Context: an optimization exercise on an open-source flow, tuned for small area, a short achievable clock period and few clock cycles per item. The choices shown serve that exercise and are no tape-out recipe. Function was checked by simulation only, so behaviour that the tests miss may differ from the original.

// alu_unit
module alu_unit (
    input             clk,
    input             rst,
    input             in_valid,
    output            in_ready,
    input      [3:0]  op,
    input      [31:0] a,
    input      [31:0] b,
    output            out_valid,
    output     [63:0] result
);
    localparam OP_AND = 4'd0, OP_OR = 4'd1, OP_ADD = 4'd2, OP_SUB = 4'd3,
               OP_NEG = 4'd4, OP_NOT = 4'd5, OP_SHL = 4'd6, OP_SHR = 4'd7,
               OP_ROL = 4'd8, OP_ROR = 4'd9, OP_MUL = 4'd10, OP_DIV = 4'd11;
    reg [31:0] ra, rb;
    reg [63:0] rr;
    reg [5:0]  cnt;
    reg        rdy, rdy_o, ov;
    reg        bprev, sgn_a, sgn_q;
    reg s_first, s_mul, s_dalign, s_diter, s_dfixr, s_dfixq;
    reg f_and, f_or, f_not, f_add, f_subneg, f_shl, f_shr, f_rot, f_rneg,
        f_mul, f_div;
    reg xs_acc, xs_rp, xs_a, xs_lo, xinv, xsgn_a, mm_mul, mm_p1, mm_m1,
        m_signed, m_first, xs_one;
    assign in_ready  = rdy_o;
    assign out_valid = ov;
    assign result    = rr;
    wire accept = in_valid & rdy;
    function [5:0] lzc32;
        input [31:0] x;
        reg [1:0] c2 [0:15]; reg z2 [0:15];
        reg [2:0] c4 [0:7];  reg z4 [0:7];
        reg [3:0] c8 [0:3];  reg z8 [0:3];
        reg [4:0] c16 [0:1]; reg z16 [0:1];
        integer i;
        begin
            for (i = 0; i < 16; i = i + 1) begin
                z2[i] = ~(x[2*i+1] | x[2*i]);
                c2[i] = {1'b0, ~x[2*i+1]};
            end
  ...
For scale: about 2900 cells after synthesis, about 170 flip-flops, about 140 I/O pins.
clock: 85.0 ns
lec_check: 0
abc_area: 1
cap_margin: 10
core_margin: 2
core_utilization: 40
slew_margin: 10
standard.sh (not shown) runs the stock make flow with config.mk's settings and CLKGATE_MAP_FILE= SYNTH_SCRIPT=/design/flow/synth_recipe.tcl, a recipe that flattens the netlist after the stock synthesis.
==> flow/flow/run.sh <==
#!/bin/bash
# The standard layout (standard synthesis and ORFS steps unchanged) with
# two differences: the port buffers are buf_2 cells instead of the default
# delay buffer, and after the floorplan the flip-flops that drive the result
# port get the next drive strength of the same cell (dfxtp_1 -> dfxtp_2).
set -euo pipefail
export BUFFER_PORTS_ARGS="-buffer_cell sky130_fd_sc_hd__buf_2"
RES=orfs/results/${FLOW_PLATFORM}/alu_unit/base
bash standard.sh synth > synth.log 2>&1
bash standard.sh floorplan > floorplan.log 2>&1
cat > upsize.tcl <<EOS
read_liberty $FLOW_HOME/platforms/$FLOW_PLATFORM/lib/sky130_fd_sc_hd__tt_025C_1v80.lib
read_db $RES/2_floorplan.odb
set n 0
foreach inst [get_cells rr*] {
  set m [get_property \$inst ref_name]
  if {\$m eq "sky130_fd_sc_hd__dfxtp_1"} {
    replace_cell \$inst sky130_fd_sc_hd__dfxtp_2
    incr n
  }
}
puts "upsized \$n result flip-flops"
write_db $RES/2_floorplan.odb
EOS
openroad -no_init -exit upsize.tcl > upsize.log 2>&1
bash standard.sh place > place.log 2>&1
bash standard.sh cts > cts.log 2>&1
bash standard.sh route > route.log 2>&1
bash standard.sh finish > finish.log 2>&1
Testbench counts at the start, summed over its fixed seeds: cycles 40,837, items 24,000.
Then changed:
--- a/flow/design.v
+++ b/flow/design.v
@@ -29,23 +29,23 @@
                OP_NEG = 4'd4, OP_NOT = 4'd5, OP_SHL = 4'd6, OP_SHR = 4'd7,
                OP_ROL = 4'd8, OP_ROR = 4'd9, OP_MUL = 4'd10, OP_DIV = 4'd11;
     reg [31:0] ra, rb;
     reg [63:0] rr;
     reg [5:0]  cnt;
     reg        rdy, rdy_o, ov;
     reg        bprev, sgn_a, sgn_q;
     reg s_first, s_mul, s_dalign, s_diter, s_dfixr, s_dfixq;
     reg f_and, f_or, f_not, f_add, f_subneg, f_shl, f_shr, f_rot, f_rneg,
         f_mul, f_div;
     reg xs_acc, xs_rp, xs_a, xs_lo, xinv, xsgn_a, mm_mul, mm_p1, mm_m1,
-        m_signed, m_first, xs_one;
+        m_signed, m_first;
     assign in_ready  = rdy_o;
     assign out_valid = ov;
     assign result    = rr;
     wire accept = in_valid & rdy;
     function [5:0] lzc32;
         input [31:0] x;
         reg [1:0] c2 [0:15]; reg z2 [0:15];
         reg [2:0] c4 [0:7];  reg z4 [0:7];
         reg [3:0] c8 [0:3];  reg z8 [0:3];
         reg [4:0] c16 [0:1]; reg z16 [0:1];
         integer i;
@@ -77,24 +77,23 @@
     wire       nq_le0 = nq0[6] | (nq0 == 7'd0);
     wire [5:0] nq = (!nq0[6] && nq0 > 7'd32) ? 6'd32 : nq0[5:0];
     wire       b_zero = (rb == 32'd0);
     wire       d_first = s_first & f_div;
     wire       d_quick = d_first & (b_zero | nq_le0);    
     wire       d_abs   = d_first & ~d_quick & ra[31];    
     wire       d_go    = d_first & ~d_quick & ~ra[31];   
     wire [31:0] rprime = {rr[62:32], rr[31]};
     wire [32:0] xop = (({33{xs_acc}} & {rr[63], rr[63:32]})
                      | ({33{xs_rp}}  & {1'b0, rprime})
                      | ({33{xs_a}}   & {ra[31] & xsgn_a, ra})
-                     | ({33{xs_lo}}  & {1'b0, rr[31:0]})
-                     | {32'd0, xs_one}) ^ {33{xinv}};
+                     | ({33{xs_lo}}  & {1'b0, rr[31:0]})) ^ {33{xinv}};
     wire        cin = xinv;
     wire [31:0] mult = m_first ? ra : rr[31:0];
     wire [8:0]  mb = mm_mul ? {mult[7:0], bprev & ~m_first} : {{8{mm_m1}}, mm_p1};
     wire [32:0] mext = {rb[31] & m_signed, rb};
     function [33:0] booth_row;
         input [2:0]  bits;    
         input [32:0] m;
         reg one, two;
         reg [33:0] mag;
         begin
             one = bits[1] ^ bits[0];
@@ -403,28 +402,29 @@
     wire shr  = f_shr & shr_ok;
     wire g1 = (both & ~k[5]) | f_rot | (shr & k[5]);
     wire g2 = f_rot | (shr & ~k[5]);
     wire g3 = both & k[5];
     wire g4 = both & ~k[5];
     wire [31:0] sh_lo = ({32{g1}} & s5l) | ({32{g2}} & s5h);
     wire [31:0] sh_hi = ({32{g3}} & s5l) | ({32{g4}} & s5h);
     wire qbit = ~msum[32];
     wire t_shift = f_shl | f_shr | f_rot | d_go | (s_dalign & ~nq_le0);
     wire t_mul   = f_mul | s_mul;
     wire t_ra    = d_quick | (s_dalign & nq_le0);    
-    wire l_sum  = f_add | f_subneg | f_not | s_dfixq;
+    wire l_sum  = f_add | f_subneg | s_dfixq;
     wire h_msum = s_dfixr | (s_diter & qbit);
     wire h_rp   = s_diter & ~qbit;
     wire [31:0] rr_lo_n =
           ({32{f_and}}   & (ra & rb))
         | ({32{f_or}}    & (ra | rb))
+        | ({32{f_not}}   & ~rb)
         | ({32{l_sum}}   & msum[31:0])
         | ({32{t_shift}} & sh_lo)
         | ({32{t_mul}}   & {msum[7:0], mult[31:8]})
         | ({32{t_ra & b_zero & f_div}})
         | ({32{s_diter}} & {rr[30:0], qbit})
         | ({32{s_dfixr}} & rr[31:0]);
     wire [31:0] rr_hi_n =
           ({32{f_add}}    & {31'd0, msum[32]})
         | ({32{f_subneg}} & {32{msum[32]}})
         | ({32{t_shift}}  & sh_hi)
         | ({32{t_mul}}    & msum[39:8])
@@ -478,28 +478,27 @@
         f_subneg <= accept & ((op == OP_SUB) | (op == OP_NEG));
         f_shl    <= accept & (op == OP_SHL);
         f_shr    <= accept & (op == OP_SHR);
         f_rot    <= accept & ((op == OP_ROL) | (op == OP_ROR));
         f_rneg   <= accept & ((op == OP_ROR) | (op == OP_SHR));
         f_mul    <= accept & (op == OP_MUL);
         f_div    <= accept & (op == OP_DIV);
         xs_acc   <= n_mul | n_dfixr;
         xs_rp    <= n_diter;
         xs_a     <= accept & ((op == OP_ADD) | (op == OP_SUB) | (op == OP_DIV));
         xs_lo    <= n_dfixq;
-        xinv     <= (accept & ((op == OP_DIV) | (op == OP_NOT))) | n_dfixr | n_dfixq;
-        xs_one   <= accept & (op == OP_NOT);
+        xinv     <= (accept & (op == OP_DIV)) | n_dfixr | n_dfixq;
         xsgn_a   <= accept & (op == OP_DIV);
         mm_mul   <= (accept & (op == OP_MUL)) | n_mul;
         mm_p1    <= (accept & (op == OP_ADD)) | (n_diter & rb[31]);
-        mm_m1    <= (accept & ((op == OP_SUB) | (op == OP_NEG) | (op == OP_NOT))) | (n_diter & ~rb[31]);
+        mm_m1    <= (accept & ((op == OP_SUB) | (op == OP_NEG))) | (n_diter & ~rb[31]);
         m_signed <= (accept & ((op == OP_MUL) | (op == OP_DIV))) | n_mul | n_diter;
         m_first  <= accept & (op == OP_MUL);
         ra <= d_abs ? msum[31:0] : a;
         if (rb_ld) rb <= b;
         rr    <= rr_n;
         cnt   <= cnt_n;
         bprev <= mult[7];
         sgn_a <= sa_n;
         sgn_q <= sq_n;
     end
 endmodule
Worst hold slack gets better by 0.035 ns.
Wire length is lower by 2.7%.
Global-route usage shrinks by 2.2 points.
Worst setup slack is better by 0.048 ns.
Fmax hardly moves.
Flip-flop and latch count is unchanged.
Via count drops by about 0.46%.
Critical path depth does not change.
Non-clock buffer count goes down by 12.
Cell area stays flat.
Final cell count fell by about 0.9%.
Synthesized area rose by 0.81%.
First-iteration DRC count shrinks by about 1.4%.
Count of clock-buffer cells in the layout shrinks by 2.
Testbench counts after the change, summed over its fixed seeds: cycles 40,837, items 24,000.

==> what the ideal ports hide <==
No port has a modelled driver above. Below, the same layouts with a new extraction and two added sets of constraints. Step 1 assumes that a clkbuf_16 drives the clock port and a buf_2 every other input. Step 2 adds t to the input delays and takes it off the output delays; t is the mean of the earliest and latest rising clock arrival at the registers after step 1. Input paths then give back, and output paths get back, about the clock's delay inside the block. a / b / c = ideal / step 1 / step 2; a / b = the first two.
run | shift t [ns] | slack for setup (ns) | clock arrival spread, ns
the first run | 0.555 | 66.777 / 66.724 / 67.032 | 0.023 / 0.024
the second run | 0.561 | 66.826 / 66.766 / 67.004 | 0.018 / 0.018
After both steps every run listed still meets setup and hold.
